What follows belongs to an exercise in optimizing a design on an open flow for small area, a short achievable clock period and few clock cycles; a production flow would make more cautious choices. The RTL was checked by simulation tests, not by an equivalence proof against the original design. Power and IR drop assume default switching activity.

run A:
Design processor, start of the top module:
module processor (clk,rst,imem_addr,imem_data,dmem_addr,dmem_wdata,dmem_we,dmem_re,dmem_rdata,stat);
Size: ~230 I/O pins, ~0.061 mm² of cells after synthesis.
clock: 32.0 ns
lec_check: 0
cap_margin: 80
core_margin: 2
core_utilization: 40
slew_margin: 80
run.sh (not shown) runs the stock make flow with config.mk's settings and CLKGATE_MAP_FILE= SYNTH_SCRIPT=/design/flow/synth_recipe.tcl, a recipe that flattens the netlist after the stock synthesis.
Testbench counts of run A, summed over its fixed seeds: cycles 35,385.
Modified inputs, run B compared to run A
Settings: swapping 80 for 40 in CAP_MARGIN; swapping 80 for 40 in SLEW_MARGIN.
- Relative to run A, the final cell count without fillers of run B is lower by about 7%.
- [run B] global-route wire length before repair fell 4.3% relative to run A
- Re design area: run B is about 15% down on run A.

* * *

processor, a different RTL version from the one above (not shown whole).
Size: about 4,800 cells after synthesis, roughly 1,200 flip-flops, about 230 I/O pins, about 0.057 mm² of cells after synthesis.
==> flow/config.mk <==
export PLATFORM = sky130hd
export DESIGN_NAME = processor
export DESIGN_NICKNAME = processor
export VERILOG_FILES = /design/flow/design.v
export SDC_FILE = /design/flow/constraint.sdc
export NUM_CORES = 8
export LEC_CHECK = 0
export CAP_MARGIN = 20
export CORE_MARGIN = 2
export CORE_UTILIZATION = 45
export CTS_CLUSTER_DIAMETER = 110
export CTS_CLUSTER_SIZE = 24
export SLEW_MARGIN = 20
==> flow/constraint.sdc <==
create_clock -name core_clock -period 32.0 [get_ports {clk}]
set_input_delay 6.4000 -clock core_clock [delete_from_list [all_inputs] [get_ports {clk}]]
set_output_delay 6.4000 -clock core_clock [all_outputs]
set_load 0.01 [all_outputs]
standard.sh (not shown) runs the stock make flow with config.mk's settings and CLKGATE_MAP_FILE= SYNTH_SCRIPT=/design/flow/synth_recipe.tcl, a recipe that flattens the netlist after the stock synthesis.
==> flow/flow/run.sh <==
#!/bin/bash
# The standard layout, with buf_4 as the buffer on every port in place of
# the default choice (a slow delay cell); after global placement each port
# buffer is resized to its load (port_buffers.tcl).
set -euo pipefail
export BUFFER_PORTS_ARGS="-buffer_cell sky130_fd_sc_hd__buf_4"
export POST_GLOBAL_PLACE_TCL="$PWD/flow/port_buffers.tcl"
bash standard.sh finish > standard.log 2>&1
==> flow/flow/port_buffers.tcl <==
# Resize the port buffers that buffer_ports inserted: an input buffer that
# drives many pins becomes buf_8, the others and the output buffers buf_2.
set n_big 0
set n_small 0
foreach inst [get_cells -quiet {input* output*}] {
  set name [get_full_name $inst]
  set out [get_pins -of_objects $inst -filter "direction==output"]
  set net [get_nets -of_objects $out]
  set fanout [llength [get_pins -of_objects $net -filter "direction==input"]]
  if {[string match "input*" $name] && $fanout >= 10} {
    replace_cell $inst sky130_fd_sc_hd__buf_8
    incr n_big
  } else {
    replace_cell $inst sky130_fd_sc_hd__buf_2
    incr n_small
  }
}
puts "port_buffers: $n_big buf_8, $n_small buf_2"
Testbench counts at the start, summed over its fixed seeds: cycles 35,385.
Rerun with:
==> flow/flow/run.sh (replaced) <==
#!/bin/bash
# The standard layout, with buf_4 as the buffer on every port in place of
# the default choice (a slow delay cell). After global placement each port
# buffer is resized to its load (port_buffers.tcl), and logic gates that
# drive many pins get a stronger drive (fanout_sizing.tcl), before the
# standard design-rule repair.
set -euo pipefail
export BUFFER_PORTS_ARGS="-buffer_cell sky130_fd_sc_hd__buf_4"
export POST_GLOBAL_PLACE_TCL="$PWD/flow/port_buffers.tcl"
export PRE_RESIZE_TCL="$PWD/flow/fanout_sizing.tcl"
bash standard.sh finish > standard.log 2>&1
==> flow/flow/fanout_sizing.tcl (new file) <==
# Drive strength by fanout: a logic gate of drive 0 or 1 whose output
# drives 8 or more pins becomes drive 2, with 16 or more drive 4, where the
# library has that size. Flip-flops are left alone.
set n2 0
set n4 0
foreach inst [get_cells *] {
  set master [get_property $inst ref_name]
  if {![regexp {^(sky130_fd_sc_hd__[a-z0-9]+)_([01])$} $master -> base drive]} { continue }
  if {[regexp {__(df|edf|sdf|dl|conb|tap|fill|decap|diode)} $base]} { continue }
  set fanout 0
  foreach out [get_pins -of_objects $inst -filter "direction==output"] {
    set net [get_nets -quiet -of_objects $out]
    if {$net == ""} { continue }
    set fanout [expr {max($fanout, [llength [get_pins -quiet -of_objects $net -filter "direction==input"]])}]
  }
  set target ""
  if {$fanout >= 16 && [llength [get_lib_cells -quiet ${base}_4]] > 0} {
    set target ${base}_4
    incr n4
  } elseif {$fanout >= 8 && [llength [get_lib_cells -quiet ${base}_2]] > 0} {
    set target ${base}_2
    incr n2
  }
  if {$target != ""} { replace_cell $inst $target }
}
puts "fanout_sizing: $n2 to drive 2, $n4 to drive 4"
- CORE_UTILIZATION: 45 -> 55
Result:
- register-to-register slack gets worse by 180 ps
- non-clock buffer count rose by 9
- die area went down by 18%
- total power barely changes
Rerun with:
==> flow/flow/run.sh (replaced) <==
#!/bin/bash
# The standard layout, with buf_4 as the buffer on every port in place of
# the default choice (a slow delay cell); after global placement each port
# buffer is resized to its load (port_buffers.tcl), and gates are sized and
# nets buffered by gain before the design-rule repair (gain.tcl).
set -euo pipefail
export BUFFER_PORTS_ARGS="-buffer_cell sky130_fd_sc_hd__buf_4"
export POST_GLOBAL_PLACE_TCL="$PWD/flow/port_buffers.tcl"
export PRE_RESIZE_TCL="$PWD/flow/gain.tcl"
bash standard.sh finish > standard.log 2>&1
==> flow/flow/gain.tcl (new file) <==
# Gain-based sizing and buffering: each driver is sized, and high-fanout
# nets buffered, so that a stage drives at most about twelve times its input
# capacitance.
set_opt_config -set_early_sizing_cap_ratio 12 -set_early_buffer_sizing_cap_ratio 12
repair_design -pre_placement -buffer_gain 12 -verbose
- CAP_MARGIN: 20 -> 40
- SLEW_MARGIN: 20 -> 40
removed: flow/flow/fanout_sizing.tcl
After rerunning: Global-route usage grows by 3.0 points. Flip-flop and latch count stays the same. Sequential share of layout area came out lower by 3.1 points. Hold slack improves by 19 ps.

* * *

## v55
processor, a different RTL version from the one above (not shown whole).
Size: ~1200 flip-flops, about 60000 µm² of cells after synthesis.
Settings: LEC_CHECK=0, CAP_MARGIN=40, CORE_MARGIN=2, CORE_UTILIZATION=40, CTS_BUF_LIST=sky130_fd_sc_hd__clkbuf_8, CTS_CLUSTER_DIAMETER=90, CTS_CLUSTER_SIZE=14, SLEW_MARGIN=40; clock period 32.0 ns.
==> flow/flow/run.sh <==
#!/bin/bash
# The standard layout, with buf_4 as the buffer on every port in place of
# the default choice (a slow delay cell).
set -euo pipefail
export BUFFER_PORTS_ARGS="-buffer_cell sky130_fd_sc_hd__buf_4"
bash standard.sh finish > standard.log 2>&1
Testbench counts of v55, summed over its fixed seeds: cycles 35,385.
Modified inputs, v50 compared to v55
--- a/flow/config.mk
+++ b/flow/config.mk
@@ -9,6 +9,5 @@
 export CORE_MARGIN = 2
-export CORE_UTILIZATION = 40
-export CTS_BUF_LIST = sky130_fd_sc_hd__clkbuf_8
-export CTS_CLUSTER_DIAMETER = 90
-export CTS_CLUSTER_SIZE = 14
+export CORE_UTILIZATION = 55
+export CTS_CLUSTER_DIAMETER = 110
+export CTS_CLUSTER_SIZE = 24
 export SLEW_MARGIN = 40
Notes after the runs:
v50: no failed stages, no open violations at the end. Number of design-rule violations left by the first detailed-router iteration: v50 higher than v55. Between v55 and v50, final routed wire length divided by cell count increased. The maximum clock frequency of v50 is higher than that of v55. v55 → v50: required arrival time at the worst endpoint closely matched the old numbers; switching power as a share of total power lost 1.0 points.
## Diff of input files: v40 against v50
--- a/flow/config.mk
+++ b/flow/config.mk
@@ -9,5 +9,3 @@
 export CORE_MARGIN = 2
-export CORE_UTILIZATION = 55
-export CTS_CLUSTER_DIAMETER = 110
-export CTS_CLUSTER_SIZE = 24
-export SLEW_MARGIN = 40
+export CORE_UTILIZATION = 40
+export SLEW_MARGIN = 60
Notes after the runs:
Compared with v50, v40 shows a power consumption that is 750 µW higher.
Taking v50 as the reference, in v40 switching power share of the total -1.6 points; net switching component of the power now larger.
Compared with v50, v40 ends up with more cell area.
v40 reports a lower core utilization than v50 does.
Summary — clock-buffer cell count, v40 relative to v50: higher, by about 110%.
Compared with v50, the router placed more vias in v40.
v40 against v50: final net count picked up an extra 129; time the final worst path needs with I/O delays and setup now sits higher.
v40 ended with more synthesis-to-finish area growth than v50.
v40 — wire length about 6% higher, v50 as reference
Setup changes, v40 to v15
--- a/flow/config.mk
+++ b/flow/config.mk
@@ -10,2 +10,2 @@
 export CORE_UTILIZATION = 40
-export SLEW_MARGIN = 60
+export SLEW_MARGIN = 40
Min sequential share of layout area across v15 and v40: v40
Taking v40 as the reference, in v15 setup slack of the critical path after layout now sits higher; path depth of the worst reg2reg path now sits higher; clock network power now sits at about the same level.
Modified inputs, v38 compared to v15
==> flow/flow/run.sh <==
#!/bin/bash
# The standard layout, with buf_4 as the buffer on every port in place of
# the default choice (a slow delay cell), and gain-based early gate sizing
# before the design-rule repair after placement.
set -euo pipefail
export BUFFER_PORTS_ARGS="-buffer_cell sky130_fd_sc_hd__buf_4"
export EARLY_SIZING_CAP_RATIO=0.2
bash standard.sh finish > standard.log 2>&1
Notes after the runs:
Diff v38..v15 | worst-case reg-to-reg path depth | unchanged
~same buffer depth of the longest clock path in v15 and v38
Both conditions hold for v38: the flow ran to the end and the final layout passed the timing, design-rule and antenna checks.
Status: global-route usage parity (v38, v15)
Diff v38..v15 | highest attainable clock frequency | unchanged
Clock tree buffer count of the final layout came out exactly the same in v15 and v38.
Per the comparison of v38 with v15, power held steady; setup slack of the worst register-to-register path did not really move.
--- input diff v38..v46 ---
==> flow/flow/run.sh <==
#!/bin/bash
# The standard layout, with buf_4 as the buffer on every port in place of
# the default choice (a slow delay cell).
set -euo pipefail
export BUFFER_PORTS_ARGS="-buffer_cell sky130_fd_sc_hd__buf_4"
bash standard.sh finish > standard.log 2>&1
--- a/flow/config.mk
+++ b/flow/config.mk
@@ -10,2 +10,4 @@
 export CORE_UTILIZATION = 40
+export CTS_CLUSTER_DIAMETER = 110
+export CTS_CLUSTER_SIZE = 24
 export SLEW_MARGIN = 40
Notes after the runs:
v38 completed; timing, DRC and antenna clean. v46 reached the end of the flow, and the finished layout is clean on the timing, design-rule and antenna checks. On routed wire length, v46 does better than v38. v46 vs. v38: post-layout minimum cycle time saw a decrease, detailed-route via count saw a decrease, non-clock buffer count in the final layout saw a decrease, register-to-register slack saw an increase. The lower share of cell area taken by flip-flops and latches came out of v38. From v38 to v46 the numbers moved as follows: worst slew margin relative to its limit higher; global-route wire length before repair moved down; share of power burned in combinational logic moved up; global-route usage saw a decrease. v38 has lower maximum clock frequency than v46.

==> re-timing with driven ports <==
The results above use ideal ports. As a check the final layouts listed here were re-extracted and re-timed, cells and wires unchanged. Step 1 sets driving cells, clkbuf_16 on the clock port and buf_2 on the other inputs (assumed; they add their load-dependent delay and slew). Step 2 times the ports against the registers' clock, not the clock port: input delays grow and output delays shrink by t, the midpoint of the rising clock arrivals with the driver on. Slacks: ideal / step 1 / step 2; pairs: ideal / step 1.
run	t (ns)	slack for setup (ns)	worst setup path at the end
run A	0.884	21.641 / 21.560 / 22.444	register to output
run B	0.874	21.820 / 21.735 / 22.092	input to register
the first run of note 2	0.798	23.245 / 23.257 / 22.466	input to register
the second run of note 2	0.799	23.310 / 23.232 / 22.544	input to register
the third run of note 2	0.809	23.242 / 23.161 / 22.671	input to register
v55	0.992	22.457 / 22.368 / 22.529	input to register
v50	0.830	22.657 / 22.577 / 22.521	input to register
v40	0.882	22.546 / 22.462 / 22.879	input to register
v15	0.895	22.582 / 22.495 / 22.510	input to register
v38	0.895	22.582 / 22.495 / 22.510	input to register
v46	0.825	22.626 / 22.543 / 22.496	input to register
After both steps setup and hold are still met in every run listed. For the first run of note 2, which loses most, drivers alone change the setup slack by +0.012 ns; drivers and shift together by -0.779 ns.
